Source: an optimization exercise on an open RTL-to-GDS flow (aim: small area and a short achievable clock period). Production flows keep margins and buffers that such runs may drop.
Only simulation tests tie the RTL to the original design; equivalence was not proved.
No activity file was given, so power comes from the tool's default toggle rates.

===== flow/run.sh =====
#!/bin/bash
# Standard layout, with plain buf_1 cells as the port buffers and timing
# repair aimed at slack >= 24 ns.
set -euo pipefail
bash standard.sh BUFFER_PORTS_ARGS="-buffer_cell sky130_fd_sc_hd__buf_1" SETUP_SLACK_MARGIN=24 finish > make_finish.log 2>&1

===== standard.sh =====
#!/bin/bash
# synth_recipe.tcl (not shown) runs the flow's synth.tcl, then flattens the netlist and writes it again
# the make line also repeats each setting of config.mk as NAME=value (left out here)
make -C /OpenROAD-flow-scripts/flow DESIGN_CONFIG=/design/flow/config.mk WORK_HOME=/design/flow/orfs CLKGATE_MAP_FILE= SYNTH_SCRIPT=/design/flow/synth_recipe.tcl "${@:-finish}"

===== config.mk =====
export PLATFORM = sky130hd
export DESIGN_NAME = adder_32bit
export DESIGN_NICKNAME = adder_32bit
export VERILOG_FILES = /design/flow/design.v
export SDC_FILE = /design/flow/constraint.sdc
export NUM_CORES = 4
export LEC_CHECK = 0
export ABC_AREA = 1
export CAP_MARGIN = 20
export CORE_MARGIN = 2
export CORE_UTILIZATION = 40
export SLEW_MARGIN = 20

===== constraint.sdc =====
create_clock -name core_clock -period 40.0 [get_ports {clk}]
set_input_delay 8.0000 -clock core_clock [delete_from_list [all_inputs] [get_ports {clk}]]
set_output_delay 8.0000 -clock core_clock [all_outputs]
set_load 0.01 [all_outputs]

===== design.v =====
`timescale 1ns / 1ps
module CompareAndShift32Bit (
    input  [30:0] a,
    input  [30:0] b,
    output        a_ge_b,
    output [7:0]  exp_x,
    output [22:0] frac_x,
    output [23:0] man_x,
    output [23:0] al_man_y
);
    wire [7:0] ea = a[30:23];
    wire [7:0] eb = b[30:23];
    wire [8:0] dab = {1'b0, ea} - {1'b0, eb};
    wire [8:0] dba = {1'b0, eb} - {1'b0, ea};
    wire exp_gt = dba[8];
    wire exp_eq = (ea == eb);
    wire frac_ge = (a[22:0] >= b[22:0]);
    assign a_ge_b = exp_gt | (exp_eq & frac_ge);
    assign exp_x  = a_ge_b ? ea : eb;
    assign frac_x = a_ge_b ? a[22:0] : b[22:0];
    assign man_x  = {exp_x != 8'd0, frac_x};
    wire [7:0]  shift = exp_gt ? dab[7:0] : dba[7:0];
    wire [22:0] frac_y = a_ge_b ? b[22:0] : a[22:0];
    wire        hid_y  = a_ge_b ? (eb != 8'd0) : (ea != 8'd0);
    wire [23:0] man_y  = {hid_y, frac_y};
    wire [23:0] s0 = shift[0] ? {1'b0, man_y[23:1]}  : man_y;
    wire [23:0] s1 = shift[1] ? {2'b0, s0[23:2]}     : s0;
    wire [23:0] s2 = shift[2] ? {4'b0, s1[23:4]}     : s1;
    wire [23:0] s3 = shift[3] ? {8'b0, s2[23:8]}     : s2;
    wire [23:0] s4 = shift[4] ? {16'b0, s3[23:16]}   : s3;
    assign al_man_y = (shift[7:5] != 3'd0) ? 24'd0 : s4;
endmodule
`timescale 1ns / 1ps
module Addition32Bit (
    input         sub,
    input  [23:0] x,
    input  [23:0] y,
    output [24:0] res
);
    wire [24:0] t = {1'b0, x} + {1'b0, y ^ {24{sub}}} + {24'd0, sub};
    assign res = {t[24] & ~sub, t[23:0]};
endmodule
`timescale 1ns / 1ps
module Normalization32Bit (
    input  [24:0] res,
    input  [7:0]  exp_base,
    output [22:0] man_res,
    output [7:0]  exp_res,
    output        overflow
);
    wire [7:0] e = exp_base + 8'd1;
    wire [31:0] r = {res, 7'h7f};
    wire z16 = (r[31:16] == 16'd0);
    wire [15:0] q1 = z16 ? r[15:0] : r[31:16];
    wire z8 = (q1[15:8] == 8'd0);
    wire [7:0] q2 = z8 ? q1[7:0] : q1[15:8];
    wire z4 = (q2[7:4] == 4'd0);
    wire [3:0] q3 = z4 ? q2[3:0] : q2[7:4];
    wire z2 = (q3[3:2] == 2'd0);
    wire [1:0] q4 = z2 ? q3[1:0] : q3[3:2];
    wire z1 = ~q4[1];
    wire [4:0] lz = {z16, z8, z4, z2, z1};
    wire big = e[7:5] != 3'd0;
    wire [4:0] k;
    wire [5:0] lt, gt;  
    assign lt[5] = big;
    assign gt[5] = 1'b0;
    genvar i;
    generate
        for (i = 4; i >= 0; i = i - 1) begin : g_min
            assign k[i] = gt[i+1] ? e[i] : (lt[i+1] ? lz[i] : (lz[i] & e[i]));
            assign lt[i] = lt[i+1] | (~gt[i+1] & ~lz[i] & e[i]);
            assign gt[i] = gt[i+1] | (~lt[i+1] & lz[i] & ~e[i]);
        end
    endgenerate
    wire [24:0] n = res << k;
    assign exp_res = n[24] ? e - {3'd0, k} : 8'd0;
    assign man_res = n[23:1];
    assign overflow = (exp_base == 8'd254) & res[24];
endmodule
`timescale 1ns / 1ps
module adder_32bit(
    input clk,
    input rst,
    input [31:0] i_a,
    input [31:0] i_b,
    input i_vld,
    output reg [31:0] o_res,
    output reg o_res_vld,
    output reg overflow
);
wire sign_a = i_a[31];
wire sign_b = i_b[31];
wire        a_ge_b;
wire [7:0]  exp_x;
wire [22:0] frac_x;
wire [23:0] man_x, al_man_y;
wire [24:0] res;
wire [22:0] man_res;
wire [7:0]  exp_res;
wire        operation_overflow;
CompareAndShift32Bit u_CompareAndShift32Bit (
    .a(i_a[30:0]),
    .b(i_b[30:0]),
    .a_ge_b(a_ge_b),
    .exp_x(exp_x),
    .frac_x(frac_x),
    .man_x(man_x),
    .al_man_y(al_man_y)
);
Addition32Bit u_Addition32Bit (
    .sub(sign_a ^ sign_b),
    .x(man_x),
    .y(al_man_y),
    .res(res)
);
Normalization32Bit u_Normalization32Bit (
    .res(res),
    .exp_base(exp_x),
    .man_res(man_res),
    .exp_res(exp_res),
    .overflow(operation_overflow)
);
wire exp_a_max = &i_a[30:23];
wire exp_b_max = &i_b[30:23];
wire special   = exp_a_max | exp_b_max;
wire nan_res   = (|frac_x) | (exp_a_max & exp_b_max & (sign_a ^ sign_b));
wire x_zero    = (exp_x == 8'd0) & (frac_x == 23'd0);
wire sign_res  = a_ge_b ? (sign_a & ~x_zero) : sign_b;
wire [31:0] result;
assign result[31]    = sign_res & ~(special & nan_res);
assign result[30:23] = exp_res | {8{special}};
assign result[22]    = special ? nan_res : man_res[22];
assign result[21:0]  = man_res[21:0] & {22{~special}};
always @(posedge clk or posedge rst) begin
    if (rst) begin
        o_res <= 32'b0;
        o_res_vld <= 1'b0;
        overflow <= 1'b0;
    end else begin
        o_res <= result;
        overflow <= special | operation_overflow;
        o_res_vld <= i_vld;
    end
end
endmodule

==> run summary, run 1 <==
Routing
Summed over all layers, the routed wires come to 30580 µm. The post-route antenna net violation count is 0. After detailed routing, the number of remaining DRC violations is 0. After detailed routing, the average wire length per cell comes to 16.88 µm.

The ratio of routed vias to standard cells is 5.620. The number of iterations in the first detailed-routing pass is 6. The via count is 10184.

The initial detailed-routing violation count is 1129.

Power and ir drop
The power per cell area is 54.73 nW/µm². Per report_power, the sequential group accounts for 9.4% of the total. The cell-internal power is 0.0002521 W. The worst-case IR drop observed on VDD is 22.92 µV. The reported net switching power is 0.0003386 W. The clock power share is 5.8%. The leakage power is 5.180 nW. The combinational share of power is 84.8%. The switching fraction of total power is 57.32%.

Cells and area
The sequential cells in the finished layout cover a total of 850.8 µm². The post-route netlist has 25.15% of its cells at a drive strength greater than 1. Cells fill 55.10% of the core in the end.

In the layout the commonest cells are nand2_1, nand3_1, inv_1. With fillers left out, the area of the finished cells amounts to 10790 µm². The area growth from synthesis to layout is 34.44%. The total area of multi-input combinational cells is 7468 µm². The most common cell after layout, fill and taps aside is nand2_1. The number of diodes is 0. The number of nets in the layout is 1688. Counting the fill cells in the layout gives 1947.

Die
For this configuration, the core starts out at a cell density of 40.98%. The core region is 19590 µm². After floorplanning, the core was divided into 51 placement rows. The die is 145.7 µm tall.

Pin placement for this block handled 101 I/O pins. In this run the horizontal extent of the chip is 145.7 µm. The area of the die is 21220 µm².

Critical path
The data arrival time of the critical path is 16.15 ns. The slowest stage cell on the critical path is fa_2. The type of the setup path with the least slack is in -> reg. Along the worst path, the maximum fanout reaches 7.

STA puts the critical path data required time at 40.15 ns. The worst setup path is launched from an input pin. In this run the worst setup path begins at i_b[23].

The biggest cell delay along the critical path is 0.40 ns. The worst setup path is captured at a register.

Global routing
Summed over all layers, the global routing overflow is 0. The number of antenna violations at the first check in global routing is 0. The via count of the first global-routing pass is 9000. The first global-routing pass estimated 45760 µm of wire. The pin count of the biggest net entering global routing is 45. The combined global-route utilization of all metal layers is 26.18%.

Logic synthesis
A synthesized cell averages 5.822 µm². The cell count after synthesis is 1379. In this run, synthesis produced a sequential element count of 34. The synthesized netlist occupies a cell area of 8029 µm². The net count after synthesis is 1520. The count of yosys warnings during synthesis is 1.

The sequential cell area fraction in the yosys report is 10.60%. The netlist uses 53 different library cells.

Placed design
The HPWL after detailed placement is 21640 µm. The placed instances occupy a cell area of 8506 µm². The post-place setup slack is 21.63 ns.

Routability-driven placement finished with a final weighted congestion of 0.9371. The count of buffers from port buffering is 100.

CTS
The TritonCTS clock tree is done. The H-tree was split into 2 levels. TritonCTS created 5 clock buffers.

The cell at the root of the clock tree is clkbuf_16. The clock slew seen by the registers of the worst setup and hold paths is 0.05 ns. The count of hold-fix buffers inserted at cts is 0. Counting along the longest clock path gives a buffer depth of 2. The number of sinks driven by the clock tree is 34.

Hold path
The worst hold-check path type is in -> async.

STA
The transition time at the pin with the least slew margin is 0.8007 ns. The setup TNS is 0 ns. Setup repair after global routing could not meet its margin everywhere.

The count of pins over their slew limit is 0. After layout, the minimum clock period comes to 16.00 ns. The number of endpoints with negative hold slack in the final report was 0. Setup slack closes at 24.00 ns. The maximum clock frequency is 0.06249 GHz. The post-route clock period utilization is 40.00%. Setup violations remaining at the end of the flow were counted as 0. The final hold slack is 7.542 ns. The relative slew slack is 46.29%.

Outcome
The flow ran to the end and the layout has no timing, DRC or antenna violations.

Job
The number of violations of the max-capacitance limit is 0.
[critical path: cells and delay by family]
kind / cells / cell delay [ns]
AOI/OAI and AO/OA: 12 / 1.79
xor gates and xnor gates: 3 / 0.52
adders and majority gates: 5 / 1.41
buffers and inverters: 10 / 1.04
muxes: 1 / 0.22
and+or+nand+nor: 29 / 3.11
[final cells by class]
cell class,instances,area share [%]
multi-input cells,1140,69.19
repair buffers,196,12.21
flip-flops and latches,34,7.882
inverters,167,6.190
well taps,265,3.072
clock buffers,5,1.159
repair inverters,3,0.2086
clock inverters,2,0.09273
[logic make-up (layout without fill, tap and decap cells)]
kind of cell / after synthesis / count (layout) / synth area share, %
adder cells (fa/ha/maj): 74 / 74 / 11.91
multiplexers: 3 / 3 / 0.4207
XOR/XNOR: 60 / 60 / 6.732
AO/OA/AOI/OAI: 207 / 207 / 15.08
buffers and inverters: 216 / 373 / 11.05
AND/OR/NAND/NOR: 785 / 796 / 44.21
flip-flops: 34 / 34 / 10.60
[power by group through the flow]
stage / combinational, W / sequential [W] / clock [W]
6_report: 0.000501 / 0.0000553 / 0.0000344
5_1_grt: 0.000547 / 0.0000569 / 0.0000372
4_1_cts: 0.000427 / 0.0000555 / 0.0000354
3_5_place_dp: 0.000391 / 0.0000557 / 0
3_3_place_gp: 0.000391 / 0.0000557 / 0
2_1_floorplan: 0.000288 / 0.0000649 / 0
[flip-flops by register name, summed over array words and instances, names as in the netlist]
register   cells
o_res         32
o_res_vld      1
overflow       1
[metrics by stage]
step | power, W | cells
finish | 0.0005907 | 1812
global route | 0.0006414 | 1812
CTS | 0.0005181 | 1757
detailed placement | 0.0004467 | 1699
global placement | 0.0004465 | 1699
floorplan | 0.0003529 | 1379
[layer usage]
metal	share of wire, %	vias to the layer above	global-route usage (%)	routed length [µm]
li1	-	4934	-	-
met1	42	4611	34.22	12890
met2	46	539	43.80	14190
met3	7.9	100	3.668	2419
met4	3.6	0	9.853	1093
met5	0	-	0	0
[how the worst max path moves through the flow]
stage	endpoint	slack, ns	cells past startpoint
floorplan	o_res[29]$_DFF_PP0_	24.03	60
global placement	o_res[29]$_DFF_PP0_	22.04	62
detailed placement	o_res[29]$_DFF_PP0_	21.63	62
CTS	o_res[30]$_DFF_PP0_	24.00	61
global route	o_res[29]$_DFF_PP0_	23.58	60
finish	o_res[29]$_DFF_PP0_	24.00	60
[cell usage after synthesis (all sizes together)]
library cell	number	area share [%]
nand2	399	20
nand3	240	15
inv	162	7.6
nor2	97	5.5
o21ai	96	6.2
ha	70	11
a21oi	63	4.0
xor2	51	5.7
dfrtp	34	11
buf	28	2.3
clkbuf	21	0.98
nor3	19	1.2
o211ai	13	1.2
nor4	12	0.93
xnor2	9	1.1
nand3b	7	0.65
nand4	7	0.55
o21a	6	0.56
a31oi	5	0.58
clkinv	5	0.23
o221ai	5	0.55
fa	4	1.0
o31ai	4	0.37
a211oi	3	0.34
a21o	3	0.28
mux2i	3	0.42
o311ai	3	0.33
or2	3	0.23
a221oi	2	0.22
a2111oi	1	0.11
a22oi	1	0.094
a311oi	1	0.11
and2	1	0.078
o21bai	1	0.094
[timing repair]
action	4_1_cts	5_1_grt
pin swaps	35	93
endpoints found under the setup margin	31	31
resized for setup	93	232
buffers inserted	39	52
gates cloned	12	3
==> run 2, diff against run 1 <==
==> run.sh (new file) <==
#!/bin/bash
# synth_recipe.tcl (not shown) runs the flow's synth.tcl, then flattens the netlist and writes it again
# the make line also repeats each setting of config.mk as NAME=value (left out here)
make -C /OpenROAD-flow-scripts/flow DESIGN_CONFIG=/design/flow/config.mk WORK_HOME=/design/flow/orfs CLKGATE_MAP_FILE= SYNTH_SCRIPT=/design/flow/synth_recipe.tcl finish
removed: flow/run.sh
removed: standard.sh
==> run 2 against run 1 <==
Net effect: via count down 9.8%; non-clock buffer count down 93; power down 13%; first-iteration DRC count down 37%; maximum frequency down 15%; sequential share of layout area up 1.3 points; count of clock-buffer cells in the layout unchanged; wire length down 13%; design area down 14%; sequential cell count unchanged; sequential power about the same; cell count down 5.9%.
==> run summary, run 2 <==
Outcome
The flow ran to the end and the layout has no timing, DRC or antenna violations.

STA
The final count of negative-setup-slack endpoints was 0 (unchanged). The final critical-path required period is 18.91 ns (+2.912 ns). The relative slew slack came to 38.18% (-8.1 points). The maximum clock frequency came to 0.05287 GHz (-15%).

The post-route clock period utilization is 47.28% (+7.3 points). The count of pins over their slew limit was 0 (unchanged). The setup slack after layout is 21.09 ns (-2.912 ns). The transition time at the pin with the least slew margin came to 0.9271 ns (+0.1264 ns). The number of endpoints with negative hold slack in the final report came to 0 (unchanged).

Setup repair after global routing left no endpoint under its margin. The setup TNS was 0 ns (unchanged).

Critical path
The critical path in this run is classified as in -> reg. The number of logic stages on the critical path including buffering came to 62 (+3.3%). The slowest stage of the critical path belongs to the cell nand2_4.

The data arrival time of the critical path is 19.06 ns (+2.91 ns). The biggest fanout along the worst timing path came to 89 (+82). The biggest cell delay along the critical path is 0.78 ns (+0.38 ns).

The most repeated library cell on the critical path is nand2_1. STA classifies the critical path startpoint as an input pin. The cell class contributing the biggest share of worst-path delay is simple AND/OR/NAND/NOR gates. The required time at the endpoint of the critical path is 40.14 ns (about the same). The count of buffer and inverter cells on the critical path came to 7 (-3).

The kind of end point of the critical path is a register.

Routing
The routed wire length came to 26630 µm (-13%). The ratio of routed vias to standard cells is 5.387 (-4.2%). The via count is 9184 (-9.8%).

The number of remaining DRC errors is 0 (unchanged). The post-route antenna net violation count is 0 (unchanged). The initial detailed-routing violation count is 711 (-37%). The number of iterations in the first detailed-routing pass came to 5 (-1). The detail-routed net length per standard cell is 15.62 µm (-7.5%).

Global routing
The total congestion overflow is 0 (unchanged). The number of antenna violations at the first check in global routing is 0 (unchanged). The via count of the first global-routing pass is 8392 (-6.8%).

The combined global-route utilization of all metal layers is 24.42% (-1.8 points). The pin count of the biggest net entering global routing is 90 (+100%). The first-pass GRT wire length is 42830 µm (-6.4%).

Logic synthesis
The count of yosys warnings during synthesis is 1 (unchanged). The share of the synthesized area in the top cell type is 17.63% (unchanged). Sorting the synthesized cells by area gives the leading types as nand2_1, nand3_1, ha_1. The count of distinct cell types in the synthesized netlist is 53 (unchanged). The count of flip-flops with a built-in enable after synthesis is 0 (unchanged). The net count after synthesis came to 1520 (unchanged). The proportion of synthesized flip-flops having asynchronous set or reset is 100.0% (unchanged).

The mean instance size in the synthesized netlist is 5.822 µm² (unchanged). In the synthesized netlist the dominant register cell turns out to be dfrtp_1. The synthesis-stage register bit count is 34 (unchanged). The cell count after synthesis is 1379 (unchanged). The synthesized cell area came to 8029 µm² (unchanged). nand2_1 is the most common cell in the netlist. The sequential cell area fraction in the yosys report came to 10.60% (unchanged). Counting instances in the post-synthesis netlist gives the leading cell types as nand2_1, nand3_1, inv_1, nor2_1, o21ai_0. The synthesized design spends more area on one cell type than any other, namely nand2_1.

Power and ir drop
The leakage power came to 4.656 nW (-10%). The worst ir drop on vdd came to 22.21 µV (-3.1%). The power per cell area is 55.45 nW/µm² (+1.3%).

The overall power of the completed layout came to 0.0005134 W (-13%).

Placed design
The count of buffers from port buffering is 100 (unchanged). The HPWL after detailed placement is 22430 µm (+3.6%). The cell area after placement is 9124 µm² (+7.3%).

The post-place setup slack was 21.00 ns (-0.6320 ns). The routability congestion estimate is 0.9541 (+1.8%).

CTS
The maximum count of clock buffers along a single path is 2 (unchanged). The TritonCTS buffer count was 5 (unchanged). The post-CTS setup buffer count is 0 (-100%).

The H-tree depth was 2 (unchanged). The number of sinks driven by the clock tree is 34 (unchanged). The post-CTS resize count is 0 (-100%). The clock slew seen by the registers of the worst setup and hold paths is 0.05 ns (about the same).

The TritonCTS clock tree is done. The cell at the root of the clock tree is clkbuf_16. The count of hold-fix buffers inserted at cts is 0 (unchanged).

Die
The starting density of the core is 40.98% (unchanged). The number of placed I/O pins is 101 (unchanged). The area of the die is 21220 µm² (unchanged). The placement row count is 51 (unchanged).

The horizontal die dimension came to 145.7 µm (unchanged). The die extent in y is 145.7 µm (unchanged). The placeable core region is 19590 µm² (unchanged).

Job
The number of violations of the max-capacitance limit came to 0 (unchanged).

Cells and area
The area growth from synthesis to layout is 15.32%. The largest registers in the layout are o_res (32), o_res_vld (1), overflow (1). The storage element area is 850.8 µm² (unchanged).

The number of flip-flops under the largest register name is 32 (unchanged). The library cells used most frequently in the layout, excluding fill and tap cells, are nand2_1, nand3_1, inv_1. Ranked by flip-flop count, first place goes to o_res.

The number of diodes was 0 (unchanged). Leaving out fill and tap cells, the most frequent cell in the layout is nand2_1. The post-route core utilization is 47.26% (-7.8 points). The total area of multi-input combinational cells was 6291 µm² (-16%). The filler cell count came to 2182 (+12%). The post-route standard cell area excluding fillers came to 9259 µm² (-14%). The share of layout cells above drive strength 1 is 4.861% (-20 points). The number of nets in the layout is 1581 (-6.3%).

Hold path
The tightest min-delay check is of the in -> async type.
[run 2: worst min-delay path, stage by stage]
cell and delay [ns]:
clkdlybuf4s50_1 0.39, inv_1 0.06, buf_4 0.36
[run 2: stage by stage]
step / instances / hold slack [ns]
final: 1705 / 8.125
after global routing: 1705 / 8.184
after CTS: 1705 / 8.145
after detailed placement: 1698 / 8.433
after global placement: 1698 / 8.414
after floorplan: 1379 / 8.031
[run 2: layout make-up]
type,count,area share [%]
clock buffers,5,1.351
flip-flops and latches,34,9.189
multi-input cells,1129,67.95
inverters,167,6.770
well taps,265,3.581
repair buffers,103,11.05
clock inverters,2,0.1081
[run 2: cell families (layout without fill, tap and decap cells)]
| kind of cell | after synthesis | after routing | synth area share (%) |
|---|---|---|---|
| and+or+nand+nor | 785 | 785 | 44.21 |
| DFF | 34 | 34 | 10.60 |
| xor gates and xnor gates | 60 | 60 | 6.732 |
| muxes | 3 | 3 | 0.4207 |
| buffers and inverters | 216 | 277 | 11.05 |
| adders and majority gates | 74 | 74 | 11.91 |
| AOI/OAI and AO/OA | 207 | 207 | 15.08 |
[run 2: worst max-delay path by stage]
stage	slack (ns)	start	to
after detailed placement	21.00	i_a[23]	o_res[29]$_DFF_PP0_
after global placement	21.19	i_a[23]	o_res[29]$_DFF_PP0_
after CTS	21.26	i_a[23]	o_res[29]$_DFF_PP0_
after floorplan	24.03	i_b[23]	o_res[29]$_DFF_PP0_
final	21.09	i_a[23]	o_res[29]$_DFF_PP0_
after global routing	19.95	i_a[23]	o_res[29]$_DFF_PP0_
[run 2: layer usage]
layer	share of wire, %	wire (µm)	global-route usage [%]
met2	46	12270	41.86
met5	0	0	0
met3	4.6	1223	1.003
met4	3.0	793	7.598
met1	46	12340	33.21
[run 2: power breakdown]
part	total, W	internal (W)	switching [W]	leakage, nW
combinational	0.000423	0.000146	0.000277	4.18
clock	0.0000348	0.0000224	0.0000124	0.0694
sequential	0.0000555	0.0000518	0.00000367	0.408
==> run 3, diff against run 2 <==
==> flow/run.sh (new file) <==
#!/bin/bash
# Standard layout, with plain buf_1 cells as the port buffers.
set -euo pipefail
bash standard.sh BUFFER_PORTS_ARGS="-buffer_cell sky130_fd_sc_hd__buf_1" finish > make_finish.log 2>&1
==> standard.sh (new file) <==
#!/bin/bash
# synth_recipe.tcl (not shown) runs the flow's synth.tcl, then flattens the netlist and writes it again
# the make line also repeats each setting of config.mk as NAME=value (left out here)
make -C /OpenROAD-flow-scripts/flow DESIGN_CONFIG=/design/flow/config.mk WORK_HOME=/design/flow/orfs CLKGATE_MAP_FILE= SYNTH_SCRIPT=/design/flow/synth_recipe.tcl "${@:-finish}"
removed: run.sh
==> run 3 against run 2 <==
Net effect: setup slack improved by 0.61 ns; count of clock-buffer cells in the layout is the same; wire length decreased by 3.5%; design area decreased by 6.7%; largest cell class unchanged; largest power group unchanged.
==> run summary, run 3 <==
Global routing
The total congestion overflow is 0 (unchanged). The pin count of the biggest net entering global routing is 90 (unchanged). The number of antenna violations at the first check in global routing was 0 (unchanged). The via count of the first global-routing pass is 8298 (-1.1%).

The first-pass GRT wire length was 41790 µm (-2.4%). The combined global-route utilization of all metal layers is 23.74% (-0.68 points).

Logic synthesis
The count of yosys warnings during synthesis is 1 (unchanged). The net count after synthesis is 1520 (unchanged). The multiplexer area fraction after synthesis is 0.4208% (unchanged). The synthesized cell area is 8029 µm² (unchanged).

The synthesized-area fraction occupied by and/or/nand/nor cells came to 44.21% (unchanged). After synthesis, the most frequently instantiated cells are nand2_1, nand3_1, inv_1, nor2_1, o21ai_0. The post-synthesis xor/xnor area fraction was 6.732% (unchanged).

The synthesis-stage register bit count came to 34 (unchanged). The cell with the most instances after synthesis is nand2_1. The area share of fa/ha/maj cells after synthesis is 11.91% (unchanged). The synthesized design spends more area on one cell type than any other, namely nand2_1.

The share of the synthesized area in the top cell type is 17.63% (unchanged). The cell count after synthesis came to 1379 (unchanged). The proportion of synthesized flip-flops having asynchronous set or reset came to 100.0% (unchanged).

The count of flip-flops with a built-in enable after synthesis is 0 (unchanged). The sequential cell area fraction in the yosys report is 10.60% (unchanged). The mean instance size in the synthesized netlist is 5.822 µm² (unchanged). The count of distinct cell types in the synthesized netlist is 53 (unchanged). By area, the combinational part of the netlist is dominated by simple AND/OR/NAND/NOR gates. The compound-gate portion of the synthesized area came to 15.08% (unchanged).

In the synthesized netlist the dominant register cell turns out to be dfrtp_1. Ranked by total cell area, the synthesized netlist is headed by nand2_1, nand3_1, ha_1.

Outcome
The run finished with no timing, DRC or antenna violations.

Die
The area of the die is 21220 µm² (unchanged). The placeable core region was 19590 µm² (unchanged). The die extent in y is 145.7 µm (unchanged). The placement row count came to 51 (unchanged). The horizontal die dimension is 145.7 µm (unchanged). The number of placed I/O pins is 101 (unchanged).

The starting density of the core is 40.98% (unchanged).

Placed design
The total instance count after detailed placement is 1699 (+0.059%). The count of buffers from port buffering came to 100 (unchanged). The routability congestion estimate came to 0.9371 (-1.8%).

The HPWL after detailed placement came to 21640 µm (-3.5%).

Critical path
The most repeated library cell on the critical path is nand2_1. The biggest cell delay along the critical path is 0.77 ns (about the same). The kind of cell with the highest combined delay along the critical path is simple AND/OR/NAND/NOR gates.

The data arrival time of the critical path was 18.45 ns (-0.61 ns). The biggest fanout along the worst timing path is 89 (unchanged). The type of the setup path with the least slack is in -> reg. STA classifies the critical path endpoint as a register. The slowest stage cell on the critical path is ha_1. The count of buffer and inverter cells on the critical path was 7 (unchanged).

The required time at the endpoint of the critical path is 40.14 ns (about the same). STA classifies the critical path startpoint as an input pin.

STA
The setup TNS came to 0 ns (unchanged). The count of pins over their slew limit is 0 (unchanged). The relative slew slack was 50.12% (+12 points). The maximum clock frequency is 0.05462 GHz (+3.3%). The post-route clock period utilization is 45.77% (-1.5 points).

The final count of negative-setup-slack endpoints is 0 (unchanged). The number of endpoints with negative hold slack in the final report is 0 (unchanged). Setup repair after global routing left no endpoint under its margin. The final hold slack came to 7.543 ns (-0.5821 ns). The transition time at the pin with the least slew margin was 0.7404 ns (-0.1867 ns). The final critical-path required period is 18.31 ns (-0.6050 ns).

Routing
The number of iterations in the first detailed-routing pass came to 6 (+1). The ratio of routed vias to standard cells came to 5.367 (-0.36%). The via count came to 9156 (-0.30%). The initial detailed-routing violation count is 862 (+21%). The detail-routed net length per standard cell is 15.07 µm (-3.5%). The post-route antenna net violation count is 0 (unchanged). The routed wire length was 25700 µm (-3.5%). The number of remaining DRC errors came to 0 (unchanged).

Cells and area
Counting flops per register, the top entry is o_res. The number of nets in the layout is 1582 (+0.063%). The share of layout cells above drive strength 1 is 4.927% (+0.066 points). The filler cell count is 2181 (-0.046%). The number of flip-flops under the largest register name is 32 (unchanged). The final cell count without fillers is 1706 (+0.059%).

The area growth from synthesis to layout is 7.620%. In the layout the commonest cells are nand2_1, nand3_1, inv_1. The most common cell after layout, fill and taps aside is nand2_1. The storage element area is 850.8 µm² (unchanged). In the final layout, the registers with the most flip-flops are o_res (32), o_res_vld (1), overflow (1). The total area of multi-input combinational cells was 6291 µm² (unchanged). The number of diodes is 0 (unchanged).

CTS
The count of hold-fix buffers inserted at cts is 0 (unchanged). TritonCTS built the clock tree. The post-CTS resize count was 0 (unchanged).

The clock slew seen by the registers of the worst setup and hold paths is 0.05 ns (about the same). The H-tree depth was 2 (unchanged). The TritonCTS buffer count came to 5 (unchanged). The number of sinks driven by the clock tree is 34 (unchanged). The post-CTS setup buffer count is 0 (unchanged). The cell sitting at the root of the clock tree is a clkbuf_16. The maximum count of clock buffers along a single path is 2 (unchanged).

Hold path
The min-delay analysis places its worst path in the category in -> async.

Power and ir drop
The worst ir drop on vdd is 22.34 µV (+0.59%). The power per cell area came to 56.51 nW/µm² (+1.9%). The leakage power is 4.391 nW (-5.7%).

Job
The number of violations of the max-capacitance limit is 0 (unchanged).
## run 3: logic make-up (layout without fill, tap and decap cells)
kind of cell / count (synthesis) / after routing
AO/OA/AOI/OAI: 207 / 207
XOR/XNOR: 60 / 60
adder cells (fa/ha/maj): 74 / 74
buffers and inverters: 216 / 278
flip-flops: 34 / 34
multiplexers: 3 / 3
AND/OR/NAND/NOR: 785 / 785
## run 3: through the flow
step | worst slack, ns | area [µm²] | util, % | power, W
4_1_cts | 21.89 | 8641 | 44.11 | 0.0004837
3_3_place_gp | 22.04 | 8506 | 43.42 | 0.0004465
3_5_place_dp | 21.63 | 8506 | 43.42 | 0.0004467
5_1_grt | 20.42 | 8641 | 44.11 | 0.0005409
2_1_floorplan | 24.03 | 8029 | - | 0.0003529
6_report | 21.69 | 8641 | 44.11 | 0.0004883
## run 3: area by class of cell
| type | count | area share, % |
|---|---|---|
| Sequential cell | 34 | 9.847 |
| Tap cell | 265 | 3.837 |
| Multi-Input combinational cell | 1129 | 72.81 |
| Clock inverter | 2 | 0.1158 |
| Clock buffer | 5 | 1.448 |
| Inverter | 167 | 7.255 |
| Timing Repair Buffer | 104 | 4.692 |
## run 3: routing by layer
metal  part of all wire [%]  track usage, %
met1                     46           31.27
met2                     46           40.94
met3                    5.5           2.351
met4                    2.7           7.304
met5                      0               0
## run 3: report_power, final
part	internal (W)	switching (W)
clock network	0.0000224	0.0000121
logic	0.000123	0.000276
registers	0.0000518	0.00000348
## run 3: worst max path at each step
stage | startpoint | endpoint | slack (ns) | cells after the start
5_1_grt | i_a[23] | o_res[29]$_DFF_PP0_ | 20.42 | 60
3_3_place_gp | i_a[23] | o_res[29]$_DFF_PP0_ | 22.04 | 62
4_1_cts | i_a[23] | o_res[29]$_DFF_PP0_ | 21.89 | 62
2_1_floorplan | i_b[23] | o_res[29]$_DFF_PP0_ | 24.03 | 60
6_report | i_a[23] | o_res[29]$_DFF_PP0_ | 21.69 | 62
3_5_place_dp | i_a[23] | o_res[29]$_DFF_PP0_ | 21.63 | 62

## re-timing with driven ports
The results above use ideal ports. As a check the final layouts listed here were re-extracted and re-timed, cells and wires unchanged. Step 1 (the two cells are an assumption about what drives the block):
set clk [get_ports {clk}]
set_driving_cell -lib_cell sky130_fd_sc_hd__clkbuf_16 $clk
set_driving_cell -lib_cell sky130_fd_sc_hd__buf_2 [delete_from_list [all_inputs] $clk]
Step 2 moves the port delays by t, midway between the first and last clock arrival at a register: inputs arrive t later, outputs are due t later. That takes back most of the time a late clock gives input paths. a / b / c = ideal ports / drivers / drivers and shift; a / b = the first two.
run	t (ns)	setup slack, ns	hold WS [ns]
run 1	0.301	23.999 / 23.982 / 23.681	7.542 / 7.529 / 7.830
run 2	0.300	21.087 / 21.097 / 20.796	8.125 / 8.115 / 8.416
run 3	0.300	21.692 / 21.696 / 21.396	7.543 / 7.530 / 7.830
After both steps every run listed still meets setup and hold. The setup slack of run 1, which loses most, moves by -0.017 ns with the drivers and by -0.318 ns with both steps.
